This is an optimization exercise on Yosys and OpenROAD, whose aim is small area, not a production implementation. Only simulation tests tie the RTL to the original design; equivalence was not proved. No activity file was given, so power comes from the tool's default toggle rates.

Setup of before:
==> flow/design.v <==
`timescale 1ns/1ps
module Tradeoff_52bits(clk, rst_n, W, found, N);
input clk, rst_n;
input [68:0] W;
output found;
output reg [52:0] N;
localparam [16:0] A = 17'd50861;
localparam [1:0] P1 = 2'd0, SRCH = 2'd1, BRW = 2'd2, HENS = 2'd3;
reg [1:0] ph;
reg [6:0] cnt;           
reg [2:0] kk;            
reg sc;                  
reg cyc;                 
reg sgn;                 
reg [15:0] V;            
reg [6:0] bc, bb;        
reg bsc, bsh;            
wire p1 = (ph == P1);
wire [1:0] car = {sc, cyc};   
wire srch = (ph == SRCH);
wire brw = (ph == BRW);
wire hens = (ph == HENS);
assign found = hens & (cnt == 7'd53);
wire [4:0] sub = {kk, sc, cyc};
reg [6:0] cnt1;
reg [4:0] sub1;
reg icy;
integer ii;
always @(*) begin
    icy = 1'b1;
    for (ii = 0; ii < 7; ii = ii + 1) begin
        cnt1[ii] = cnt[ii] ^ icy;
        icy = icy & cnt[ii];
    end
    icy = 1'b1;
    for (ii = 0; ii < 5; ii = ii + 1) begin
        sub1[ii] = sub[ii] ^ icy;
        icy = icy & sub[ii];
    end
end
wire wi = W[cnt];
wire [6:0] t = ~cnt;
wire valid = ~(bc[6] & bc[5]);
wire dc = (cnt == bc);
wire db = valid & (cnt == bb);
wire dp = (dc & bsc) | (db & bsh);       
wire dm = (dc & ~bsc) | (db & ~bsh);     
wire d2 = dc & db;                       
wire kgt = (kk[2] & ~t[6]) | (~(kk[2] ^ t[6]) & ((kk[1] & ~t[5]) | (~(kk[1] ^ t[5]) & kk[0] & ~t[4])));
wire is_dbl = (t[6] & t[2]) | kgt;
wire dbl = srch & is_dbl & (t != 7'd0);
wire chk = srch & ~is_dbl;
reg [1:0] carn;
always @(*) begin
    case ({car, d2, dp, dm, wi})
        7'b000000: carn = 2'b00;
        7'b000001: carn = 2'b00;
        7'b000100: carn = 2'b11;
        7'b000101: carn = 2'b00;
        7'b000010: carn = 2'b00;
        7'b000011: carn = 2'b01;
        7'b001100: carn = 2'b11;
        7'b001101: carn = 2'b11;
        7'b001010: carn = 2'b01;
        7'b001011: carn = 2'b01;
        7'b001110: carn = 2'b00;
        7'b001111: carn = 2'b00;
        7'b010000: carn = 2'b00;
        7'b010001: carn = 2'b01;
        7'b010100: carn = 2'b00;
        7'b010101: carn = 2'b00;
        7'b010010: carn = 2'b01;
        7'b010011: carn = 2'b01;
        7'b011100: carn = 2'b11;
        7'b011101: carn = 2'b00;
        7'b011010: carn = 2'b01;
        7'b011110: carn = 2'b00;
        7'b011111: carn = 2'b01;
        7'b110000: carn = 2'b11;
        7'b110001: carn = 2'b00;
        7'b110100: carn = 2'b11;
        7'b110101: carn = 2'b11;
        7'b110010: carn = 2'b00;
        7'b110011: carn = 2'b00;
        7'b111101: carn = 2'b11;
        7'b111010: carn = 2'b00;
        7'b111011: carn = 2'b01;
        7'b111110: carn = 2'b11;
        7'b111111: carn = 2'b00;
        default: carn = 2'b00;
    endcase
end
wire ldr = brw & (cnt == 7'd68);
wire h0 = hens & (cnt == 7'd0);
wire [2:0] xh = {2'b00, dp & d2} + {2'b00, dp} + {2'b00, ~(dm & d2)} + (h0 ? 3'd3 : 3'd0);
wire [2:0] xd = p1 ? 3'd0 : xh;
wire sl1 = p1 ? wi : ~wi;             
wire sl2 = ~dm;                       
wire xzero = (p1 & (cnt == 7'd0)) | ldr;
wire [16:0] X = xzero ? 17'd0 : (dbl ? {V[14:0], 2'b00} : {1'b0, V});
wire odd = X[0] ^ xd[0] ^ sl1 ^ (hens & sl2);
reg f;
integer fi;
always @(*) begin
    f = 1'b1;                       
    for (fi = 0; fi < 16; fi = fi + 1)
        f = ((16'd25431 >> fi) & 16'd1) ? (V[fi] & f) : (V[fi] | f);
end
reg [15:0] Kc;
always @(*) begin
    case (kk)
        3'd0: Kc = 16'd1;
        3'd1: Kc = 16'd22819;
        3'd2: Kc = 16'd42704;
        3'd3: Kc = 16'd16677;
        default: Kc = 16'd10461;
    endcase
end
wire [16:0] T1 = chk ? ({1'b0, Kc} ^ {17{sc}}) :
                 ldr ? ((carn == 2'b11) ? 17'd282 : (carn == 2'b01) ? 17'd130790 : 17'd0) :
                 dbl ? 17'd0 : {14'd0, xd};
wire cin = chk ? sc : (p1 | hens) & sl1;
wire slot0 = (chk | dbl) ? mneg : hens & sl2;
wire m1 = chk ? (sc ? cyc : ~cyc) : (p1 | hens) ? odd : 1'b0;
wire m2 = chk ? (~sc & cyc & ~sgn) : dbl ? f : ldr ? (carn == 2'b01) : 1'b0;
wire mneg = chk ? (sc ? ~sgn : 1'b1) : dbl;
wire [16:0] Am = (m1 ? A : 17'd0) | (m2 ? {A[15:0], 1'b0} : 17'd0);
wire [16:0] T2 = Am ^ {17{mneg}};      
reg [16:0] S, ps, pc;
reg ac;
integer ai;
always @(*) begin
    for (ai = 0; ai < 17; ai = ai + 1) begin
        ps[ai] = X[ai] ^ T1[ai] ^ T2[ai];
        pc[ai] = (X[ai] & T1[ai]) | (T2[ai] & (X[ai] ^ T1[ai]));
    end
    ac = cin;
    S[0] = ps[0] ^ slot0 ^ ac;
    ac = (ps[0] & slot0) | (ac & (ps[0] ^ slot0));
    for (ai = 1; ai < 17; ai = ai + 1) begin
        S[ai] = ps[ai] ^ pc[ai-1] ^ ac;
        ac = (ps[ai] & pc[ai-1]) | (ac & (ps[ai] ^ pc[ai-1]));
    end
end
wire [15:0] lo = S[15:0] & ~{S[14:0], 1'b0};
wire [3:0] e = {|(lo & 16'hff00), |(lo & 16'hf0f0), |(lo & 16'hcccc), |(lo & 16'haaaa)};
reg any_, mul_;
integer q;
always @(*) begin
    any_ = 1'b0; mul_ = 1'b0;
    for (q = 0; q < 16; q = q + 1) begin
        mul_ = mul_ | (any_ & S[q]);
        any_ = any_ | S[q];
    end
end
wire onehot = ~S[16] & any_ & ~mul_;
wire negpat = S[16] & S[15] & ~(|(S[14:0] & ~S[15:1]));
wire pat = onehot | negpat;
wire [6:0] e7 = {3'b000, e};
reg [6:0] bnew;
reg bcy;
integer bi;
always @(*) begin
    bcy = 1'b0;
    for (bi = 0; bi < 7; bi = bi + 1) begin
        bnew[bi] = t[bi] ^ e7[bi] ^ bcy;
        bcy = (t[bi] & e7[bi]) | (bcy & (t[bi] ^ e7[bi]));
    end
end
wire bok = ~(bnew[6] & (|bnew[5:2]));
reg [2:0] ch;
reg chb;
integer ci;
always @(*) begin
    chb = 1'b0;
    for (ci = 0; ci < 3; ci = ci + 1) begin
        ch[ci] = t[ci+4] ^ kk[ci] ^ chb;
        chb = (~t[ci+4] & kk[ci]) | (chb & ~(t[ci+4] ^ kk[ci]));
    end
end
wire [6:0] cnew = {ch, t[3:0]};
reg better;
integer li;
always @(*) begin
    better = ~sc & bsc;
    for (li = 0; li < 7; li = li + 1)
        better = (~cnew[li] & bc[li]) | (~(cnew[li] ^ bc[li]) & better);
end
wire hit = chk & pat & bok & better;
wire [15:0] Vn = S[16:1];
always @(posedge clk) begin
    N <= {odd, N[52:1]};
    if (p1 | hens | ldr | dbl)
        V <= Vn;
    if (p1)
        bc[6:5] <= 2'b11;
    else if (hit) begin
        bc <= cnew; bsc <= sc; bb <= bnew; bsh <= ~S[16];
    end
    if (~cyc) sgn <= S[16];
    if (p1 | dbl)
        {kk, sc, cyc} <= 5'd0;
    else if (chk)
        {kk, sc, cyc} <= sub1;
    else if (brw)
        {sc, cyc} <= carn;
end
always @(posedge clk or negedge rst_n) begin
    if (!rst_n) begin
        ph <= P1; cnt <= 7'd0;
    end else begin
        case (ph)
            P1: begin
                if (cnt == 7'd68) begin ph <= SRCH; cnt <= ~7'd69; end
                else cnt <= cnt1;
            end
            SRCH: begin
                if (is_dbl) begin
                    cnt <= cnt1;
                    if (t == 7'd0) ph <= valid ? BRW : HENS;
                end
            end
            BRW: begin
                if (cnt == 7'd68) begin ph <= HENS; cnt <= 7'd0; end
                else cnt <= cnt1;
            end
            default: begin
                if (cnt == 7'd53) begin ph <= P1; cnt <= 7'd0; end
                else cnt <= cnt1;
            end
        endcase
    end
end
endmodule
clock: 110.0 ns
lec_check: 0
cap_margin: 0
core_margin: 2
core_utilization: 30
gpl_timing_driven: 0
slew_margin: 0
standard.sh (not shown) runs the stock make flow with config.mk's settings and CLKGATE_MAP_FILE= SYNTH_SCRIPT=/design/flow/synth_recipe.tcl, a recipe that flattens the netlist after the stock synthesis.
==> flow/flow/run.sh <==
#!/bin/bash
# The standard layout, with these changes:
#  - synthesis maps all the logic with an area-oriented ABC script
#    (flow/abc.script: SAT-based resynthesis, then area-recovering mapping)
#    instead of ORFS's delay-oriented one, and leaves the adders to ABC too
#    (no separate full/half adder extraction); everything else in synthesis
#    is the standard synth_recipe.tcl, so the registers are the standard ones;
#  - the port buffers use the smallest buffer cell;
#  - clock tree synthesis inserts no dummy loads.
set -euo pipefail
cp -r "$FLOW_HOME/scripts" scripts_area
cp flow/abc.script scripts_area/abc_speed.script
cp flow/abc.script scripts_area/abc_area.script
SCRIPTS_DIR="$PWD/scripts_area" ADDER_MAP_FILE= bash standard.sh synth > synth.log 2>&1
export BUFFER_PORTS_ARGS="-buffer_cell sky130_fd_sc_hd__buf_1"
export CTS_ARGS="-sink_clustering_enable -repair_clock_nets -buf_list sky130_fd_sc_hd__clkbuf_8 -dont_use_dummy_load"
bash standard.sh > layout.log 2>&1
==> flow/flow/abc.script <==
strash
&get -n
&deepsyn -J 50
&put
&get -n
&dch -f
&nf -R 1000 -F 8 -A 4 -C 32
&put
Relative to before, the following input files were edited for after:
-- flow/flow/run.sh --
<<< before, line 3
#  - synthesis maps all the logic with an area-oriented ABC script
#    (flow/abc.script: SAT-based resynthesis, then area-recovering mapping)
#    instead of ORFS's delay-oriented one, and leaves the adders to ABC too
#    (no separate full/half adder extraction); everything else in synthesis
#    is the standard synth_recipe.tcl, so the registers are the standard ones;
>>> after, line 3
#  - synthesis maps the logic with an area-oriented ABC script (flow/abc.script:
#    SAT-based resynthesis, then area-recovering mapping) instead of ORFS's
#    delay-oriented one; everything else in synthesis is the standard
#    synth_recipe.tcl, so the registers are the standard ones;
<<< before, line 14
SCRIPTS_DIR="$PWD/scripts_area" ADDER_MAP_FILE= bash standard.sh synth > synth.log 2>&1
>>> after, line 13
SCRIPTS_DIR="$PWD/scripts_area" bash standard.sh synth > synth.log 2>&1
Cmp after vs before: routed wire length lower in after
The run showing the smaller worst setup slack is after.
The largest stage delay on the critical path of after is higher than that of before.
before was routed with more vias than after.
Summary of after over before: share of synthesized area occupied by flip-flops and latches went down by 0.73 points, layout multi-input combinational cell count down 102, transition at the pin with the smallest max-transition slack saw an increase, number of core rows climbed about 2%, worst hold slack went down by 0.0048 ns.
after vs before — design area rose 110 um^2.
The total power of the final layout of after is lower than that of before.

## afterwards: timing with drivers on the ports
In the flow no input, the clock included, has a driving cell. The finished layouts below were timed again as built, in two steps. Step 1 assumes that a clkbuf_16 drives the clock port and a buf_2 every other input. Step 2 moves the port delays by t, midway between the first and last clock arrival at a register: inputs arrive t later, outputs are due t later. That takes back most of the time a late clock gives input paths. Slacks: ideal / step 1 / step 2; pairs: ideal / step 1.
run | shift t [ns] | slack for setup (ns) | worst data-port slew with drivers (ns)
before | 0.393 | 74.138 / 74.139 / 73.746 | 0.04
after | 0.406 | 73.928 / 73.937 / 73.531 | 0.04
After both steps setup and hold are still met in every run listed. For after, which loses most, drivers alone change the setup slack by +0.009 ns; drivers and shift together by -0.397 ns.
